From an optimization exercise on the open Yosys and OpenROAD flow, aimed at small area and a short achievable clock period; shortcuts taken in it are not production practice. Function was checked by simulation only, so behaviour that the tests miss may differ from the original.

// hex_to_dec
module hex_to_dec(
    input wire clk_25MHz,
    input wire [31: 0]hex,
    output wire [31: 0]dec
);
For scale: roughly 720 cells after synthesis, ~30 flip-flops, ~0.0039 mm^2 of cells after synthesis.
Settings: LEC_CHECK=0, ABC_AREA=1, CAP_MARGIN=20, CORE_MARGIN=2, CORE_UTILIZATION=40, CTS_BUF_LIST=sky130_fd_sc_hd__clkbuf_4, CTS_CLUSTER_DIAMETER=150, CTS_CLUSTER_SIZE=16, SLEW_MARGIN=20, SYNTH_HIERARCHICAL=1, SYNTH_MINIMUM_KEEP_SIZE=0; clock period 75.0 ns.
standard.sh (not shown) runs the stock make flow with config.mk's settings and CLKGATE_MAP_FILE= SYNTH_SCRIPT=/design/flow/synth_recipe.tcl, a recipe that flattens the netlist after the stock synthesis.
==> flow/flow/run.sh <==
#!/bin/bash
# Layout flow: the standard layout (standard.sh) with three changes.
# 1. Synthesis maps logic with flow/abc_area.script (area-only mapping of
#    the logic as written, twice over) instead of ORFS's
#    abc_area.script, whose delay-driven mapping and resizing at a 75 ps
#    target remap the design's small cells (written as the gates of an
#    area-optimised mapping, see gen/) into larger ones.  The design is
#    synthesized one module at a time (SYNTH_HIERARCHICAL 1).  To do so the
#    synthesis step runs on a copy of ORFS's scripts folder in which only
#    abc_area.script differs; synthesis is otherwise the standard one
#    (synth_recipe.tcl: -nofsm -noshare, flattened, renamed), except that
#    ADDER_MAP_FILE is left empty so that Yosys does not turn XOR/AND pairs
#    into half-adder cells (ha_1) before ABC maps the logic.
# 2. After synthesis, cells whose next drive strength has the same area are
#    swapped to it (o21ai_0 -> o21ai_1 and so on, see flow/swap.tcl).
# 3. The buffers the flow puts on every input and output port are buf_1
#    cells instead of the resizer's default choice (a 10 um2 delay buffer).
# Each step's full output goes to a log file of its own in this folder.
set -euo pipefail
rm -rf scripts_local
mkdir -p scripts_local
cp -r "$FLOW_HOME/scripts/." scripts_local/
cp flow/abc_area.script scripts_local/abc_area.script
args=(BUFFER_PORTS_ARGS="-buffer_cell sky130_fd_sc_hd__buf_1")
bash standard.sh "${args[@]}" SCRIPTS_DIR="$PWD/scripts_local" ADDER_MAP_FILE= synth > standard_synth.log 2>&1
res=orfs/results/$FLOW_PLATFORM/hex_to_dec/base
SWAP_DB=$res/1_synth.odb openroad -no_init -exit flow/swap.tcl > swap.log 2>&1
bash standard.sh "${args[@]}" finish > standard_finish.log 2>&1
==> flow/flow/abc_area.script <==
strash
dch -f
map -a
strash
dch -f
map -a
==> flow/flow/swap.tcl <==
# Swap cells for the same-area next drive strength in the synthesized design.
set pairs {
  sky130_fd_sc_hd__o21ai_0 sky130_fd_sc_hd__o21ai_1
  sky130_fd_sc_hd__a21boi_0 sky130_fd_sc_hd__a21boi_1
  sky130_fd_sc_hd__and2_0 sky130_fd_sc_hd__and2_1
  sky130_fd_sc_hd__or2_0 sky130_fd_sc_hd__or2_2
  sky130_fd_sc_hd__or2_1 sky130_fd_sc_hd__or2_2
  sky130_fd_sc_hd__o311ai_0 sky130_fd_sc_hd__o311ai_1
  sky130_fd_sc_hd__a21bo_1 sky130_fd_sc_hd__a21bo_2
  sky130_fd_sc_hd__a31o_1 sky130_fd_sc_hd__a31o_2
  sky130_fd_sc_hd__mux2_1 sky130_fd_sc_hd__mux2_2
  sky130_fd_sc_hd__o211a_1 sky130_fd_sc_hd__o211a_2
  sky130_fd_sc_hd__o21ba_1 sky130_fd_sc_hd__o21ba_2
  sky130_fd_sc_hd__o221a_1 sky130_fd_sc_hd__o221a_2
  sky130_fd_sc_hd__or3b_1 sky130_fd_sc_hd__or3b_2
  sky130_fd_sc_hd__or4b_1 sky130_fd_sc_hd__or4b_2
  sky130_fd_sc_hd__and4bb_1 sky130_fd_sc_hd__and4bb_2
}
if {[info exists ::env(SWAP_EXTRA)]} { lappend pairs {*}$::env(SWAP_EXTRA) }
read_db $::env(SWAP_DB)
set db [ord::get_db]
set block [ord::get_db_block]
array set to {}
foreach {a b} $pairs { set to($a) $b }
set n 0
foreach inst [$block getInsts] {
  set m [[$inst getMaster] getName]
  if {[info exists to($m)]} {
    set nm [$db findMaster $to($m)]
    if {$nm ne "NULL" && $nm ne ""} {
      $inst swapMaster $nm
      incr n
    }
  }
}
puts "swapped $n cells"
write_db $::env(SWAP_DB)
The first run finished with timing, DRC and antenna clean.
Rerun with:
--- a/flow/flow/run.sh
+++ b/flow/flow/run.sh
@@ -2,4 +2,4 @@
 # Layout flow: the standard layout (standard.sh) with three changes.
-# 1. Synthesis maps logic with flow/abc_area.script (area-only mapping of
-#    the logic as written, twice over) instead of ORFS's
+# 1. Synthesis maps logic with flow/abc_area.script ("strash; map -a": an
+#    area-only mapping of the logic as written) instead of ORFS's
 #    abc_area.script, whose delay-driven mapping and resizing at a 75 ps
@@ -10,5 +10,3 @@
 #    abc_area.script differs; synthesis is otherwise the standard one
-#    (synth_recipe.tcl: -nofsm -noshare, flattened, renamed), except that
-#    ADDER_MAP_FILE is left empty so that Yosys does not turn XOR/AND pairs
-#    into half-adder cells (ha_1) before ABC maps the logic.
+#    (synth_recipe.tcl: -nofsm -noshare, flattened, renamed).
 # 2. After synthesis, cells whose next drive strength has the same area are
@@ -24,3 +22,3 @@
 args=(BUFFER_PORTS_ARGS="-buffer_cell sky130_fd_sc_hd__buf_1")
-bash standard.sh "${args[@]}" SCRIPTS_DIR="$PWD/scripts_local" ADDER_MAP_FILE= synth > standard_synth.log 2>&1
+bash standard.sh "${args[@]}" SCRIPTS_DIR="$PWD/scripts_local" synth > standard_synth.log 2>&1
 res=orfs/results/$FLOW_PLATFORM/hex_to_dec/base
==> flow/flow/abc_area.script (replaced) <==
strash
map -a
Settings changed: CTS_CLUSTER_DIAMETER 150 to unset, CTS_CLUSTER_SIZE 16 to unset.
Result:
- cell area goes up by 0.94%
- synthesized area goes up by 1.0%
- worst setup slack gets worse by 0.31 ns
- wire length goes up by 4.3%
- worst hold slack gets better by 0.011 ns
- critical path depth goes up by 2
- core utilization goes up by 0.22 points
- clock-buffer cell count stays the same
- non-clock buffer count stays the same
- die area goes up by about 1%
Rerun with:
--- a/flow/flow/run.sh
+++ b/flow/flow/run.sh
@@ -2,4 +2,4 @@
 # Layout flow: the standard layout (standard.sh) with three changes.
-# 1. Synthesis maps logic with flow/abc_area.script ("strash; map -a": an
-#    area-only mapping of the logic as written) instead of ORFS's
+# 1. Synthesis maps logic with flow/abc_area.script (area-only mapping of
+#    the logic as written, twice over) instead of ORFS's
 #    abc_area.script, whose delay-driven mapping and resizing at a 75 ps
@@ -10,3 +10,5 @@
 #    abc_area.script differs; synthesis is otherwise the standard one
-#    (synth_recipe.tcl: -nofsm -noshare, flattened, renamed).
+#    (synth_recipe.tcl: -nofsm -noshare, flattened, renamed), except that
+#    ADDER_MAP_FILE is left empty so that Yosys does not turn XOR/AND pairs
+#    into half-adder cells (ha_1) before ABC maps the logic.
 # 2. After synthesis, cells whose next drive strength has the same area are
@@ -22,3 +24,3 @@
 args=(BUFFER_PORTS_ARGS="-buffer_cell sky130_fd_sc_hd__buf_1")
-bash standard.sh "${args[@]}" SCRIPTS_DIR="$PWD/scripts_local" synth > standard_synth.log 2>&1
+bash standard.sh "${args[@]}" SCRIPTS_DIR="$PWD/scripts_local" ADDER_MAP_FILE= synth > standard_synth.log 2>&1
 res=orfs/results/$FLOW_PLATFORM/hex_to_dec/base
==> flow/flow/abc_area.script (replaced) <==
strash
dch -f
map -a
strash
dch -f
map -a
Settings changed: CORE_UTILIZATION 40 to 55, PLACE_DENSITY set to 0.75.
The changed run produced a clean layout.
Worst hold slack is better by 0.0076 ns.
Final cell count drops by 4.9%.
Non-clock buffer count does not change.
Global-route usage goes up by 5.8 points.
Setup slack improved by 0.31 ns.
Sequential share of layout area climbs by 0.28 points.
Final area drops by 2.0%.
Rerun with:
--- a/flow/flow/swap.tcl
+++ b/flow/flow/swap.tcl
@@ -17,2 +17,4 @@
   sky130_fd_sc_hd__and4bb_1 sky130_fd_sc_hd__and4bb_2
+  sky130_fd_sc_hd__clkinv_1 sky130_fd_sc_hd__inv_2
+  sky130_fd_sc_hd__inv_1 sky130_fd_sc_hd__inv_2
 }
Settings changed: CORE_UTILIZATION 55 to 40, PLACE_DENSITY 0.75 to unset.
What happened: Worst setup slack improved by 0.011 ns; non-clock buffer count is unchanged.
Rerun with:
--- a/flow/flow/swap.tcl
+++ b/flow/flow/swap.tcl
@@ -17,4 +17,2 @@
   sky130_fd_sc_hd__and4bb_1 sky130_fd_sc_hd__and4bb_2
-  sky130_fd_sc_hd__clkinv_1 sky130_fd_sc_hd__inv_2
-  sky130_fd_sc_hd__inv_1 sky130_fd_sc_hd__inv_2
 }
Settings changed: GPL_TIMING_DRIVEN set to 1.
Effect: Worst hold slack degrades by 0.0059 ns; clock-buffer cell count stays the same; synthesized area stays the same; via count decreases by 0.60%.
Rerun with:
Settings changed: GPL_TIMING_DRIVEN 1 to unset.
Result: Core utilization does not change; clock-buffer cell count does not change.

what the ideal ports hide:
In the flow no input, the clock included, has a driving cell. The finished layouts below were timed again as built, in two steps. Step 1 (the two cells are an assumption about what drives the block):
set clk [get_ports {clk_25MHz}]
set_driving_cell -lib_cell sky130_fd_sc_hd__clkbuf_16 $clk
set_driving_cell -lib_cell sky130_fd_sc_hd__buf_2 [delete_from_list [all_inputs] $clk]
Step 2 moves the port delays by t, midway between the first and last clock arrival at a register: inputs arrive t later, outputs are due t later. That takes back most of the time a late clock gives input paths. a / b / c = ideal ports / drivers / drivers and shift; a / b = the first two.
run	shift t [ns]	slack for setup (ns)	clock arrival spread, ns	worst data-port slew with drivers (ns)
the first run	0.345	55.460 / 55.435 / 55.729	0.009 / 0.009	0.04
the second run	0.336	55.151 / 55.125 / 55.232	0.006 / 0.006	0.04
the third run	0.327	55.458 / 55.435 / 55.611	0.003 / 0.004	0.03
the fourth run	0.337	55.469 / 55.445 / 55.649	0.013 / 0.013	0.04
the fifth run	0.345	55.460 / 55.435 / 55.729	0.009 / 0.009	0.04
the sixth run	0.345	55.460 / 55.435 / 55.729	0.009 / 0.009	0.04
After both steps every run listed still meets setup and hold.
